This is an optimization exercise on Yosys and OpenROAD, whose aim is small area and a short achievable clock period, not a production implementation.
In this exercise RTL edits were held to simulation tests only and were not proved equivalent to the original.
Power figures rest on the tool's default switching activity, not on a simulated workload.

==> flow/design.v <==
module murtajiz_core (
input  logic        clk,
input  logic        reset,
output logic [19:0] imem_addr,
input  logic [31:0] imem_rdata,
output logic [9:0]  dmem_addr,
output logic [31:0] dmem_wdata,
output logic        dmem_we,
output logic        dmem_re,
input  logic [31:0] dmem_rdata );
logic [31:0] pc;
logic [31:1][31:0] rf;             
wire [31:0] ins  = imem_rdata;
wire [6:0]  opc  = ins[6:0];
wire [4:0]  rd   = ins[11:7];
wire [4:0]  rs1a = ins[19:15];
wire [4:0]  rs2a = ins[24:20];
wire [2:0]  f3   = ins[14:12];
wire [6:0]  f7   = ins[31:25];
wire op_r    = (opc == 7'h33);
wire op_i    = (opc == 7'h13);
wire op_lui  = (opc == 7'h37);
wire op_ld   = (opc == 7'h03);
wire op_st   = (opc == 7'h23);
wire op_br   = (opc == 7'h63);
wire op_jal  = (opc == 7'h6f);
wire op_jalr = (opc == 7'h67);
wire f7_0  = (f7 == 7'h00);
wire f7_20 = (f7 == 7'h20);
wire r_add = op_r & ~f7_0 & ~f7_20;
wire arith = op_r | op_i;
wire [2:0] ef3 = r_add ? 3'b000 : f3;
wire alt   = f7_20 & ~r_add;                        
wire r_zero = op_r & f7_20 & (f3 != 3'b000) & (f3 != 3'b101);
wire do_sub = op_r & f7_20 & (f3 == 3'b000);       
wire do_sra = alt & (f3 == 3'b101);
wire [31:0] iimm = {{20{ins[31]}}, ins[31:20]};
wire [31:0] bimm = {{19{ins[31]}}, ins[31], ins[7], ins[30:25], ins[11:8], 1'b0};
wire [31:0] jimm = {{11{ins[31]}}, ins[31], ins[19:12], ins[20], ins[30:21], 1'b0};
wire [31:0] uimm = {ins[31:12], 12'b0};
logic [31:0] rs1v, rs2v;
logic [31:1] sel1lo, sel1hi, sel2;
regdec u_dec1lo (.a(rs1a), .sel(sel1lo));
regdec u_dec1hi (.a(rs1a), .sel(sel1hi));
regdec u_dec2   (.a(rs2a), .sel(sel2));
for (genvar k = 0; k < 32; k++) begin : g_rd
  logic [31:1] col;
  for (genvar i = 1; i < 32; i++) begin : g_col
    assign col[i] = rf[i][k];
  end
  if (k < 10) begin : g_lo
    rdbit u_rd1 (.d(col), .sel(sel1lo), .v(rs1v[k]));
  end else begin : g_hi
    rdbit u_rd1 (.d(col), .sel(sel1hi), .v(rs1v[k]));
  end
  rdbit u_rd2 (.d(col), .sel(sel2), .v(rs2v[k]));
end
wire [9:0] ls_off = {ins[29:25], ins[5] ? ins[11:7] : ins[24:20]};
logic co_unused;
padd #(.N(10), .L(4)) u_aadd (.a(rs1v[9:0]), .b(ls_off), .cin(1'b0), .s(dmem_addr), .cout(co_unused));
assign dmem_wdata = rs2v;
assign dmem_we    = ~reset & op_st;
assign dmem_re    = ~reset & op_ld;
wire use_rs2 = op_r | op_br;
logic [31:0] opb, opbx;
bsel u_bsa (.rs2(rs2v), .imm(iimm), .use_rs2(use_rs2), .inv(do_sub), .b(opbx));
bsel u_bsl (.rs2(rs2v), .imm(iimm), .use_rs2(use_rs2), .inv(1'b0),   .b(opb));
logic [32:0] sum;
padd #(.N(32), .L(5)) u_add (.a(rs1v), .b(opbx), .cin(do_sub), .s(sum[31:0]), .cout(sum[32]));
logic ltu, lt, eq;
cmp32 u_cmp (.a(rs1v), .b(opb), .ltu(ltu), .lt(lt), .eq(eq));
wire [4:0]  shamt = opb[4:0];
wire shl = (ef3 == 3'b001);
logic [31:0] shin, shout, shres;
always_comb begin
  for (int k = 0; k < 32; k++) shin[k] = shl ? rs1v[31-k] : rs1v[k];
end
wire fill = do_sra & rs1v[31];
wire [63:0] shx = {{32{fill}}, shin} >> shamt;
assign shout = shx[31:0];
always_comb begin
  for (int k = 0; k < 32; k++) shres[k] = shl ? shout[31-k] : shout[k];
end
wire a_ok   = arith & ~r_zero & ~reset;
wire s_add  = a_ok & (ef3 == 3'b000);
wire s_sh   = a_ok & ((ef3 == 3'b001) | (ef3 == 3'b101));
wire s_slt  = a_ok & (ef3 == 3'b010);
wire s_sltu = a_ok & (ef3 == 3'b011);
wire s_xor  = a_ok & (ef3 == 3'b100);
wire s_or   = a_ok & (ef3 == 3'b110);
wire s_and  = a_ok & (ef3 == 3'b111);
wire s_lui  = op_lui & ~reset;
wire s_ld   = op_ld & ~reset;
wire s_link = (op_jal | op_jalr) & ~reset;
wire [31:0] pc4 = {pc[31:2] + 30'd1, pc[1:0]};
wire [31:0] wd_early =
    ({32{s_slt}}  & {31'b0, lt}) |
    ({32{s_sltu}} & {31'b0, ltu}) |
    ({32{s_xor}}  & (rs1v ^ opb)) |
    ({32{s_or}}   & (rs1v | opb)) |
    ({32{s_and}}  & (rs1v & opb)) |
    ({32{s_lui}}  & uimm) |
    ({32{s_ld}}   & dmem_rdata) |
    ({32{s_link}} & pc4);
logic [31:0] wd;
wbsel u_wb (.e(wd_early), .sum(sum[31:0]), .sh(shres), .s_add(s_add), .s_sh(s_sh), .wd(wd));
wire regwrite = (arith | op_lui | op_ld | op_jal | op_jalr);
always_ff @(posedge clk) begin
  for (int i = 1; i < 32; i++)
    if (reset | (regwrite & (rd == 5'(i))))
      rf[i] <= wd;
end
wire taken = op_br & (f3[2] ? ((f3[1] ? ltu : lt) ^ f3[0])
                            : (~f3[1] & (eq ^ f3[0])));
wire [31:0] pc_tgt = pc + (op_jal ? jimm : bimm);
wire [31:0] pc_nt = op_jalr ? sum[31:0] : (op_jal ? pc_tgt : pc4);
always_ff @(posedge clk) begin
  if (reset)      pc <= 32'h0;
  else if (taken) pc <= pc_tgt;
  else            pc <= pc_nt;
end
assign imem_addr = pc[21:2];
endmodule
module padd #(parameter int N = 32, parameter int L = 5) (
input  logic [N-1:0] a, b,
input  logic         cin,
output logic [N-1:0] s,
output logic         cout );
logic [N-1:0] g0, p0;
pgen #(.N(N)) u_pg (.a(a), .b(b), .g(g0), .p(p0));
pfx #(.N(N), .L(L)) u_pfx (.g0(g0), .p0(p0), .cin(cin), .s(s), .cout(cout));
endmodule
module pgen #(parameter int N = 32) (
input  logic [N-1:0] a, b,
output logic [N-1:0] g, p );
assign g = a & b;
assign p = a ^ b;
endmodule
module pfx #(parameter int N = 32, parameter int L = 5) (
input  logic [N-1:0] g0, p0,
input  logic         cin,
output logic [N-1:0] s,
output logic         cout );
for (genvar l = 0; l <= L; l++) begin : lv
  wire [N-1:0] g, p;
  if (l == 0) begin : g_in
    assign g = {g0[N-1:1], g0[0] | (p0[0] & cin)};
    assign p = p0;
  end else begin : g_pre
    for (genvar i = 0; i < N; i++) begin : g_bit
      if (i >= (1 << (l-1))) begin : g_op
        assign g[i] = lv[l-1].g[i] | (lv[l-1].p[i] & lv[l-1].g[i - (1 << (l-1))]);
        assign p[i] = lv[l-1].p[i] & lv[l-1].p[i - (1 << (l-1))];
      end else begin : g_pass
        assign g[i] = lv[l-1].g[i];
        assign p[i] = lv[l-1].p[i];
      end
    end
  end
end
assign s    = p0 ^ {lv[L].g[N-2:0], cin};
assign cout = lv[L].g[N-1];
endmodule
module rdbit (
input  logic [31:1] d,
input  logic [31:1] sel,
output logic        v );
logic [3:0] q;
logic [1:0] qn;
rdq8 u_q0 (.d({d[7:1], 1'b0}),  .sel({sel[7:1], 1'b0}),  .v(q[0]));
rdq8 u_q1 (.d(d[15:8]),  .sel(sel[15:8]),  .v(q[1]));
rdq8 u_q2 (.d(d[23:16]), .sel(sel[23:16]), .v(q[2]));
rdq8 u_q3 (.d(d[31:24]), .sel(sel[31:24]), .v(q[3]));
nor2m  u_n0 (.a(q[0]), .b(q[1]), .y(qn[0]));
nor2m  u_n1 (.a(q[2]), .b(q[3]), .y(qn[1]));
nand2m u_n2 (.a(qn[0]), .b(qn[1]), .y(v));
endmodule
module rdq8 (
input  logic [7:0] d,
input  logic [7:0] sel,
output logic       v );
assign v = |(d & sel);
endmodule
module nor2m (input logic a, b, output logic y);
assign y = ~(a | b);
endmodule
module nand2m (input logic a, b, output logic y);
assign y = ~(a & b);
endmodule
module regdec (
input  logic [4:0]  a,
output logic [31:1] sel );
always_comb
  for (int i = 1; i < 32; i++) sel[i] = (a == 5'(i));
endmodule
module cmp32 (
input  logic [31:0] a, b,
output logic        ltu, lt, eq );
wire [30:0] l0 = ~a[30:0] & b[30:0];
wire [30:0] e0 = ~(a[30:0] ^ b[30:0]);
wire [15:0] l1, e1;
wire [7:0]  l2, e2;
wire [3:0]  l3, e3;
wire [1:0]  l4, e4;
assign l1[15] = l0[30];
assign e1[15] = e0[30];
for (genvar i = 0; i < 15; i++) begin : g1
  assign l1[i] = l0[2*i+1] | (e0[2*i+1] & l0[2*i]);
  assign e1[i] = e0[2*i+1] & e0[2*i];
end
for (genvar i = 0; i < 8; i++) begin : g2
  assign l2[i] = l1[2*i+1] | (e1[2*i+1] & l1[2*i]);
  assign e2[i] = e1[2*i+1] & e1[2*i];
end
for (genvar i = 0; i < 4; i++) begin : g3
  assign l3[i] = l2[2*i+1] | (e2[2*i+1] & l2[2*i]);
  assign e3[i] = e2[2*i+1] & e2[2*i];
end
for (genvar i = 0; i < 2; i++) begin : g4
  assign l4[i] = l3[2*i+1] | (e3[2*i+1] & l3[2*i]);
  assign e4[i] = e3[2*i+1] & e3[2*i];
end
wire lt30 = l4[1] | (e4[1] & l4[0]);
wire eq30 = e4[1] & e4[0];
wire e31  = ~(a[31] ^ b[31]);
assign ltu = (~a[31] & b[31]) | (e31 & lt30);
assign lt  = (a[31] & ~b[31]) | (e31 & lt30);
assign eq  = e31 & eq30;
endmodule
module wbsel (
input  logic [31:0] e, sum, sh,
input  logic        s_add, s_sh,
output logic [31:0] wd );
assign wd = e | ({32{s_add}} & sum) | ({32{s_sh}} & sh);
endmodule
module bsel (
input  logic [31:0] rs2, imm,
input  logic        use_rs2, inv,
output logic [31:0] b );
assign b = (use_rs2 ? rs2 : imm) ^ {32{inv}};
endmodule
==> flow/run.sh <==
#!/bin/bash
# synth_recipe.tcl (not shown) runs the flow's synth.tcl, then flattens the netlist and writes it again
# the make line also repeats each setting of config.mk as NAME=value (left out here)
make -C /OpenROAD-flow-scripts/flow DESIGN_CONFIG=/design/flow/config.mk WORK_HOME=/design/flow/orfs CLKGATE_MAP_FILE= SYNTH_SCRIPT=/design/flow/synth_recipe.tcl finish
==> flow/config.mk <==
export PLATFORM = sky130hd
export DESIGN_NAME = murtajiz_core
export DESIGN_NICKNAME = murtajiz_core
export VERILOG_FILES = /design/flow/design.v
export SDC_FILE = /design/flow/constraint.sdc
export NUM_CORES = 4
export LEC_CHECK = 0
export CAP_MARGIN = 20
export CORE_MARGIN = 2
export CORE_UTILIZATION = 40
export SETUP_SLACK_MARGIN = 4.2
export SLEW_MARGIN = 20
export SYNTH_HIERARCHICAL = 1
==> flow/constraint.sdc <==
create_clock -name core_clock -period 11.0 [get_ports {clk}]
set_input_delay 2.2000 -clock core_clock [delete_from_list [all_inputs] [get_ports {clk}]]
set_output_delay 2.2000 -clock core_clock [all_outputs]
set_load 0.01 [all_outputs]
==> results of run 1 <==
-- worst reg2reg max path: cells and delay by family, from the launching register on --
family	cells	cell delay (ps)
DFF	1	410
adders and majority gates	3	640
buffers and inverters	3	410
xor gates and xnor gates	1	290
and+or+nand+nor	4	770
AOI/OAI and AO/OA	9	2080
-- stage by stage --
stage | area, um2 | utilization (%)
global route | 69530 | 51.39
CTS | 67800 | 50.11
finish | 69560 | 51.41
floorplan | 55010 | -
detailed placement | 59810 | 44.21
global placement | 59790 | 44.19
-- state kept, by name, summed over array words and instances, names as in the netlist --
name and flops:
pc 32, rf 992
-- cells in the final DEF, fill, tap and decap left out, drive strengths merged, types with 106 or more instances in the layout --
master and n:
a22oi 1034, edfxtp 992, buf 558, nor2 330
nand4 276, nand2 234, ha 177, clkbuf 137
conb 130, xnor2 115, inv 114, a21oi 106
-- worst min-delay path by stage --
stage                                     to          startpoint  cells after the start
after floorplan           pc[0]$_SDFFE_PP0P_  pc[0]$_SDFFE_PP0P_                      2
after global placement    pc[0]$_SDFFE_PP0P_  pc[0]$_SDFFE_PP0P_                      2
after detailed placement  pc[0]$_SDFFE_PP0P_  pc[0]$_SDFFE_PP0P_                      2
after CTS                 pc[0]$_SDFFE_PP0P_  pc[0]$_SDFFE_PP0P_                      2
after global routing      pc[0]$_SDFFE_PP0P_  pc[0]$_SDFFE_PP0P_                      2
final                     pc[0]$_SDFFE_PP0P_  pc[0]$_SDFFE_PP0P_                      2
-- area by class of cell --
type / count / area (um2) / share of cell area, %
flip-flops and latches: 1024 / 30430 / 43.75
multi-input cells: 3223 / 26220 / 37.70
repair buffers: 672 / 6650 / 9.561
clock buffers: 132 / 2835 / 4.076
well taps: 1781 / 2228 / 3.204
clock inverters: 63 / 716.9 / 1.031
inverters: 115 / 449.2 / 0.6458
diodes: 11 / 27.53 / 0.03957
-- power groups by stage --
stage          Combinational (uW)  Clock (uW)  Sequential, uW
5_1_grt                      2210        3860            4520
4_1_cts                      1920        3710            4500
2_1_floorplan                 909           0            4570
6_report                     2170        3700            4500
3_3_place_gp                 1670           0            4570
3_5_place_dp                 1660           0            4580
-- layer usage --
| metal | track usage [%] | wire length, um |
|---|---|---|
| met1 | 45.09 | 91550 |
| met4 | 18.52 | 17920 |
| met5 | 0 | 29 |
| met3 | 11.05 | 36470 |
| met2 | 49.97 | 104800 |
-- what timing repair did --
action	in CTS	in global routing
endpoints found under the hold margin	0	0
gates cloned	27	6
endpoints found under the setup margin	1065	991
resized for setup	553	210
hold buffers	0	0
pin swaps	196	120
setup buffers	257	74
==> reports/results.txt, run 1 <==
status - no timing/DRC/antenna violations
die area - 139,000 um2
area grow syn2layout - 27.87%
Initial Util - 40.20%
Worst-path clk slew - 60 ps
max-cap check violation count - 0
WL/cell - 35.72 um
Final Setup Violations - 0
WP buf/inv - 4
Crit Reg-Reg Startpoint - rf[64]$_DFFE_PP_
crit-path cells - buf_16 -> or3b_4 -> buf_12 -> nor2_4 -> a22oi_2 -> nand4_1 -> nor2_4 -> nand2_4 -> ha_4 -> ha_4 -> o21ai_4 -> a21oi_2 -> a31oi_2 -> buf_4 -> xnor2_2 -> buf_2
Crit-path slowest cell - or3b_4
Hold Fails Final Rpt - 0
synthesized cell area - 54,390 um2
vias in the first global route - 44,708
Final ANT Viol Nets - 0
Worst setup SP type - primary input
proportion of layout cells with a drive suffix above 1 - 24.77%
P_leak - 0.02493 uW
Total Power - 10,370 uW
TNS Setup - 0 ps
Clock Sinks - 1,024
max-slew violation count - 0
fin nets - 5,389
Post-Layout Cell Count - 7,021
RSZ-0062 raised after global routing - true
worst-margin pin slew - 1421 ps
WP depth - 16
Yosys Warn Count - 8
Die H - 372.8 um
Slew HR - 4.826%
Peak VDD IR - 143.5 uV
internal reg-to-reg setup slack - 6070 ps
Clock power frac - 35.6%
I/O Buffers - 129
total number of vias - 48,771
hold slack - 480.6 ps
IO Count - 130
Die W - 372.8 um
r2r endpoint - rf[156]$_DFFE_PP_
Clock Path Buffers - 3
fill count - 11,400
end of the critical path - dmem_addr[6]
final setup skew - 64.83 ps
core area - 135,300 um2
drc violations - 0
Logic pwr share - 20.9%
first-pass iteration count of the detailed router - 12
CTS tree - done
gr usage total - 34.24%
switching share of power - 29.77%
initial DRC count - 8,528
critical-path maximum fanout - 8
PD cells - 149.2 nW/um2
Worst path max stage delay - 470 ps
gr ovfl total - 0
Routed WL - 250,800 um
worst-case reg-to-reg path depth - 20
min Tclk post-route - 7153 ps
clk latency of the worst-skew pair - 750 ps
Root Buffer - clkbuf_16
CTS Buf Count - 109
DR vias/cell - 6.946
Internal - 7286 uW
CP Capture Type - output port
Seq pwr share - 43.4%
Worst path top cell family by delay - simple AND/OR/NAND/NOR gates
worst path required time - 8800 ps
Net Sw Power - 3089 uW
H-tree levels - 3
initial antenna violation count - 12
pre-CTS WS - 1140 ps
critical path class - primary input to output port
Cell Rows - 135
period utilisation layout - 65.03%
placed insts - 6,451
Hold Path Class - flip-flop to flip-flop
first-pass GRT wire length - 340,800 um
Final WS setup - 3847 ps
syn avg cell area - 12.31 um2
Synth Instances - 4,417
crit path DAT - 4950 ps
CP startpoint - imem_rdata[15]
GPL Wtd Cong - 1.022
largest net degree at the start of global routing - 58
DP HPWL - 153,200 um
fmax - 139.8 MHz
==> inputs of run 2 (changes only) <==
--- a/flow/config.mk
+++ b/flow/config.mk
@@ -8,6 +8,9 @@
 export CAP_MARGIN = 20
 export CORE_MARGIN = 2
 export CORE_UTILIZATION = 40
-export SETUP_SLACK_MARGIN = 4.2
+export CTS_CLUSTER_DIAMETER = 120
+export CTS_CLUSTER_SIZE = 20
+export SETUP_SLACK_MARGIN = 3.5
 export SLEW_MARGIN = 20
 export SYNTH_HIERARCHICAL = 1
+export TNS_END_PERCENT = 5
==> reports/results.txt, run 2 <==
die area - 139,000 um2 (unchanged)
max reg flops - 992 (unchanged)
core area - 135,300 um2 (unchanged)
drc violations - 0 (unchanged)
worst path required time - 11,390 ps (+2590 ps)
clk latency of the worst-skew pair - 740 ps (about the same)
WL/cell - 33.86 um (-5.2%)
syn avg cell area - 12.31 um2 (unchanged)
gr ovfl total - 0 (unchanged)
min Tclk post-route - 7689 ps (+536.4 ps)
RSZ-0062 raised after global routing - true
DR vias/cell - 6.851 (-1.4%)
most frequent cells in the layout - a22oi_1, edfxtp_1, buf_4
Final Setup Violations - 0 (unchanged)
commonest non-fill, non-tap cell in the layout - a22oi_1
Crit-path slowest cell - mux4_2
Slew HR - 19.06% (+14 points)
Initial Util - 40.20% (unchanged)
Synth Instances - 4,417 (unchanged)
fin nets - 5,094 (-5.5%)
area grow syn2layout - 16.54%
fill count - 11,970 (+5.0%)
largest reg by FF count - rf
TNS Setup - 0 ps (unchanged)
CTS Buf Count - 58 (-47%)
IO Count - 130 (unchanged)
P_leak - 0.02213 uW (-11%)
Largest regs - rf x992, pc x32
CTS tree - done
Clock Path Buffers - 3 (unchanged)
first-pass iteration count of the detailed router - 6 (-6)
worst-margin pin slew - 1213 ps (-208.6 ps)
status - no timing/DRC/antenna violations
I/O Buffers - 129 (unchanged)
total number of vias - 45,513 (-6.7%)
max-slew violation count - 0 (unchanged)
GPL Wtd Cong - 1.005 (-1.6%)
crit-path cells - clkdlybuf4s50_1 -> buf_12 -> nand2b_4 -> buf_4 -> nor2_4 -> buf_4 -> buf_12 -> a22oi_1 -> nand4_1 -> nor2_1 -> nand2_1 -> mux2i_1 -> xnor2_2 -> inv_1 -> buf_4 -> mux4_2 -> mux4_2 -> mux2i_1 -> o311a_1 -> o21ai_0 -> a221o_1 -> buf_4
Peak VDD IR - 127.2 uV (-11%)
Final ANT Viol Nets - 0 (unchanged)
Routed WL - 224,900 um (-10%)
Clock Sinks - 1,024 (unchanged)
initial DRC count - 6,771 (-21%)
Die H - 372.8 um (unchanged)
CP Capture Type - flip-flop
Worst-path clk slew - 80 ps (+20 ps)
final setup skew - 51.37 ps (-13.46 ps)
Yosys Warn Count - 8 (unchanged)
placed cell areas - 59,670 um2 (-0.23%)
PD cells - 134.2 nW/um2 (-10%)
Hold Path Class - flip-flop to flip-flop
critical path class - primary input to flip-flop
Worst setup SP type - primary input
period utilisation layout - 69.90% (+4.9 points)
initial antenna violation count - 14 (+2)
Worst path top cell family by delay - buffers and inverters
synthesized cell area - 54,390 um2 (unchanged)
hold_buf cts - 0 (unchanged)
H-tree levels - 2 (-1)
Worst path max stage delay - 550 ps (+80 ps)
first-pass GRT wire length - 313,000 um (-8.2%)
Finished Cell Area - 63,390 um2 (-8.9%)
gr usage total - 30.96% (-3.3 points)
crit path DAT - 8080 ps (+3130 ps)
critical-path maximum fanout - 31 (+23)
internal reg-to-reg setup slack - 5740 ps (-330 ps)
max-cap check violation count - 0 (unchanged)
vias in the first global route - 42,688 (-4.5%)
Cell Rows - 135 (unchanged)
Root Buffer - clkbuf_16
largest net degree at the start of global routing - 57 (-1.7%)
CP most frequent cell - buf_4
Hold Fails Final Rpt - 0 (unchanged)
proportion of layout cells with a drive suffix above 1 - 15.69% (-9.1 points)
DP HPWL - 148,300 um (-3.2%)
Die W - 372.8 um (unchanged)
WP buf/inv - 8 (+4)
fmax - 130.1 MHz (-7.0%)
-- run 2: power breakdown --
part	total (uW)	internal [uW]	switching (uW)
sequential	4490	4410	81.6
combinational	1770	585	1190
clock	2240	953	1290
-- run 2: stage by stage --
stage / std cells / setup slack [ps] / total power (uW) / utilization, % / hold WS [ps]
global placement: 6437 / 1416 / 6202 / 44.11 / 468.6
detailed placement: 6437 / 1392 / 6202 / 44.11 / 477.1
global route: 6638 / 3235 / 8728 / 46.84 / 514.6
CTS: 6589 / 3262 / 8412 / 46.23 / 488.7
floorplan: 4482 / 3555 / 5466 / - / 453.5
finish: 6643 / 3311 / 8506 / 46.85 / 489.5
-- run 2: final timing paths --
| kind | start | endpoint | depth (start not counted) |
|---|---|---|---|
| worst max-delay path | imem_rdata[23] | rf[467]$_DFFE_PP_ | 22 |
| worst max register to register | rf[322]$_DFFE_PP_ | rf[467]$_DFFE_PP_ | 15 |
| worst min register to register | pc[0]$_SDFFE_PP0P_ | pc[0]$_SDFFE_PP0P_ | 2 |
| worst min-delay path | pc[0]$_SDFFE_PP0P_ | pc[0]$_SDFFE_PP0P_ | 2 |
-- run 2: final cells by class --
| cell class | count | area, um2 | share of cell area, % |
|---|---|---|---|
| clock inverter | 9 | 108.9 | 0.1717 |
| antenna | 5 | 12.51 | 0.01974 |
| inverter | 115 | 435.4 | 0.6869 |
| multi-input combinational | 3210 | 24690 | 38.96 |
| tap | 1781 | 2228 | 3.515 |
| timing repair buffer | 441 | 4030 | 6.358 |
| clock buffer | 58 | 1451 | 2.290 |
| sequential | 1024 | 30430 | 48.00 |
-- run 2: worst min-delay path, delay by kind of cell, from the launching register on --
family | cells | cell delay (ps)
DFF | 1 | 310
AOI/OAI and AO/OA | 2 | 130
-- run 2: repair_timing --
| action | 4_1_cts | 5_1_grt |
|---|---|---|
| setup buffers | 77 | 45 |
| pin swaps | 42 | 23 |
| hold endpoints to repair | 0 | 0 |
| setup endpoints to repair | 1065 | 1028 |
| cloned | 8 | 4 |
| gates resized for setup | 173 | 96 |
-- run 2: routing by layer --
| metal | wire [um] | vias to the layer above | GRT usage [%] |
|---|---|---|---|
| met5 | 79 | - | 0 |
| met3 | 29410 | 596 | 8.512 |
| li1 | - | 18902 | - |
| met1 | 84370 | 22498 | 40.79 |
| met2 | 98700 | 3507 | 46.92 |
| met4 | 12390 | 10 | 15.42 |
==> inputs of run 3 (changes only) <==
--- a/flow/design.v
+++ b/flow/design.v
@@ -190,8 +190,28 @@
 module regdec (
 input  logic [4:0]  a,
 output logic [31:1] sel );
-always_comb
-  for (int i = 1; i < 32; i++) sel[i] = (a == 5'(i));
+logic [4:0] an;
+logic [3:0] p2n;
+logic [7:0] p3n;
+for (genvar j = 0; j < 5; j++) begin : g_inv
+  invm u_inv (.a(a[j]), .y(an[j]));
+end
+for (genvar j = 0; j < 4; j++) begin : g_p2
+  nand2m u_p2 (.a(j[0] ? a[0] : an[0]), .b(j[1] ? a[1] : an[1]), .y(p2n[j]));
+end
+for (genvar k = 0; k < 8; k++) begin : g_p3
+  nand3m u_p3 (.a(k[0] ? a[2] : an[2]), .b(k[1] ? a[3] : an[3]), .c(k[2] ? a[4] : an[4]),
+               .y(p3n[k]));
+end
+for (genvar i = 1; i < 32; i++) begin : g_sel
+  nor2m u_sel (.a(p3n[i >> 2]), .b(p2n[i & 3]), .y(sel[i]));
+end
+endmodule
+module invm (input logic a, output logic y);
+assign y = ~a;
+endmodule
+module nand3m (input logic a, b, c, output logic y);
+assign y = ~(a & b & c);
 endmodule
 module cmp32 (
 input  logic [31:0] a, b,
--- a/flow/config.mk
+++ b/flow/config.mk
@@ -10,7 +10,6 @@
 export CORE_UTILIZATION = 40
 export CTS_CLUSTER_DIAMETER = 120
 export CTS_CLUSTER_SIZE = 20
-export SETUP_SLACK_MARGIN = 3.5
+export SETUP_SLACK_MARGIN = 4.2
 export SLEW_MARGIN = 20
 export SYNTH_HIERARCHICAL = 1
-export TNS_END_PERCENT = 5
==> reports/results.txt, run 3 <==
status - no timing/DRC/antenna violations
Die H - 371.2 um (-0.42%)
Largest regs - rf x992, pc x32
die area - 137,800 um2 (-0.83%)
clk latency of the worst-skew pair - 770 ps (+30 ps)
critical-path maximum fanout - 10 (-68%)
Yosys Warn Count - 7 (-1)
Total Power - 8883 uW (+4.4%)
most frequent cells in the layout - edfxtp_1, a22oi_1, buf_4
placed cell areas - 59,230 um2 (-0.74%)
hold slack - 470.1 ps (-19.43 ps)
period utilisation layout - 65.88% (-4.0 points)
proportion of layout cells with a drive suffix above 1 - 24.08% (+8.4 points)
core area - 133,600 um2 (-1.2%)
min Tclk post-route - 7247 ps (-442.1 ps)
crit path DAT - 5050 ps (-3030 ps)
DR vias/cell - 7.028 (+2.6%)
largest reg by FF count - rf
WL/cell - 36.02 um (+6.4%)
worst-margin pin slew - 1327 ps (+114.0 ps)
Clock Path Buffers - 3 (unchanged)
DP HPWL - 154,300 um (+4.1%)
Final ANT Viol Nets - 0 (unchanged)
Peak VDD IR - 142.1 uV (+12%)
Die W - 371.2 um (-0.42%)
H-tree levels - 2 (unchanged)
PD cells - 133.0 nW/um2 (-0.88%)
Synth Instances - 4,368 (-1.1%)
Hold Path Class - flip-flop to flip-flop
Routed WL - 245,100 um (+8.9%)
CTS Buf Count - 58 (unchanged)
commonest non-fill, non-tap cell in the layout - edfxtp_1
largest net degree at the start of global routing - 58 (+1.8%)
worst path required time - 8800 ps (-2590 ps)
total number of vias - 47,820 (+5.1%)
Slew HR - 10.95% (-8.1 points)
area grow syn2layout - 23.84%
RSZ-0062 raised after global routing - true
Crit-path slowest cell - nand4_1
Hold Fails Final Rpt - 0 (unchanged)
Final Setup Violations - 0 (unchanged)
fin nets - 5,256 (+3.2%)
P_leak - 0.02344 uW (+5.9%)
initial antenna violation count - 17 (+3)
syn avg cell area - 12.35 um2 (+0.27%)
CTS tree - done
Finished Cell Area - 66,800 um2 (+5.4%)
drc violations - 0 (unchanged)
fill count - 11,430 (-4.5%)
synthesized cell area - 53,940 um2 (-0.84%)
first-pass iteration count of the detailed router - 9 (+3)
vias in the first global route - 43,744 (+2.5%)
initial DRC count - 8,650 (+28%)
Initial Util - 40.36% (+0.16 points)
crit-path cells - buf_16 -> clkinvlp_4 -> buf_12 -> nand3_4 -> nor2_4 -> a22oi_1 -> nand4_1 -> nor2_4 -> nand2_4 -> ha_4 -> or2_4 -> ha_4 -> o21ai_2 -> a21oi_2 -> a31oi_4 -> o21ai_2 -> xor2_1 -> buf_2
gr usage total - 33.78% (+2.8 points)
max-slew violation count - 0 (unchanged)
GPL Wtd Cong - 1.012 (+0.67%)
Worst setup SP type - primary input
gr ovfl total - 0 (unchanged)
Worst-path clk slew - 100 ps (+20 ps)
TNS Setup - 0 ps (unchanged)
Final Util - 49.99% (+3.1 points)
max reg flops - 992 (unchanged)
Worst path max stage delay - 230 ps (-320 ps)
Cell Rows - 134 (-0.74%)
critical path class - primary input to output port
final setup skew - 78.02 ps (+26.65 ps)
Root Buffer - clkbuf_16
CP Capture Type - output port
IO Count - 130 (unchanged)
fmax - 138.0 MHz (+6.1%)
Clock Sinks - 1,024 (unchanged)
I/O Buffers - 129 (unchanged)
first-pass GRT wire length - 331,200 um (+5.8%)
max-cap check violation count - 0 (unchanged)
[run 3: metal layers]
layer / GRT usage, % / up-vias / wire [um]
li1: - / 19203 / -
met1: 44.60 / 23511 / 88780
met2: 47.71 / 4240 / 100100
met3: 11.73 / 848 / 37560
met4: 20.03 / 18 / 18510
met5: 0 / - / 138
[run 3: timing repair]
item / 4_1_cts / 5_1_grt
buffers inserted: 152 / 117
cloned: 19 / 10
resized for setup: 620 / 228
endpoints found under the setup margin: 1066 / 998
pin swaps: 193 / 183
hold buffers: 0 / 0
[run 3: power by group]
group          total, uW  switching, uW  internal (uW)
clock network       2280           1300            978
registers           4500           90.0           4410
logic               2100           1390            709
total               8880           2780           6100
[run 3: path summary, 6_finish.rpt]
path	start	end	slack, ps	depth (start not counted)
max	imem_rdata[17]	dmem_addr[8]	3750	18
min	pc[0]$_SDFFE_PP0P_	pc[0]$_SDFFE_PP0P_	470	2
max reg2reg	rf[32]$_DFFE_PP_	rf[88]$_DFFE_PP_	5900	19
min reg2reg	pc[0]$_SDFFE_PP0P_	pc[0]$_SDFFE_PP0P_	470	2
[run 3: final cells by class]
cell class | count | area (um2) | share of cell area (%)
Multi-Input combinational cell | 3184 | 26120 | 39.11
Antenna cell | 11 | 27.53 | 0.04121
Inverter | 133 | 535.5 | 0.8017
Clock buffer | 66 | 1481 | 2.218
Clock inverter | 7 | 147.6 | 0.2210
Tap cell | 1768 | 2212 | 3.312
Sequential cell | 1024 | 30430 | 45.56
Timing Repair Buffer | 611 | 5839 | 8.742
[run 3: through the flow]
stage | std cells | setup slack [ps]
after global placement | 6417 | 1579
after CTS | 6661 | 3837
after floorplan | 4433 | 4229
final | 6804 | 3753
after detailed placement | 6417 | 1560
after global routing | 6793 | 3657
[run 3: critical path, delay by kind of cell]
kind | cells | cell delay (ps)
and+or+nand+nor | 6 | 1050
AOI/OAI and AO/OA | 5 | 660
buffers and inverters | 4 | 650
adders and majority gates | 2 | 330
xor gates and xnor gates | 1 | 140

## what the ideal ports hide
No port has a modelled driver above. Below, the same layouts with a new extraction and two added sets of constraints. Step 1: set_driving_cell puts a clkbuf_16 on clk and a buf_2 on each other input, an assumption about the parent block. Step 2 adds t to the input delays and takes it off the output delays; t is the mean of the earliest and latest rising clock arrival at the registers after step 1. Input paths then give back, and output paths get back, about the clock's delay inside the block. a / b / c = ideal / step 1 / step 2; a / b = the first two.
run	t, ns	setup slack, ns	worst setup path at the end	latest minus earliest clock arrival (ns)	pins driven straight from the clock port
run 1	0.799	3.847 / 3.561 / 3.234	input to register	0.065 / 0.065	1
run 2	0.797	3.311 / 3.289 / 2.565	input to register	0.051 / 0.052	1
run 3	0.808	3.753 / 3.661 / 3.275	input to register	0.078 / 0.078	1
After both steps every run listed still meets setup and hold. The setup slack of run 2, which loses most, moves by -0.022 ns with the drivers and by -0.746 ns with both steps.
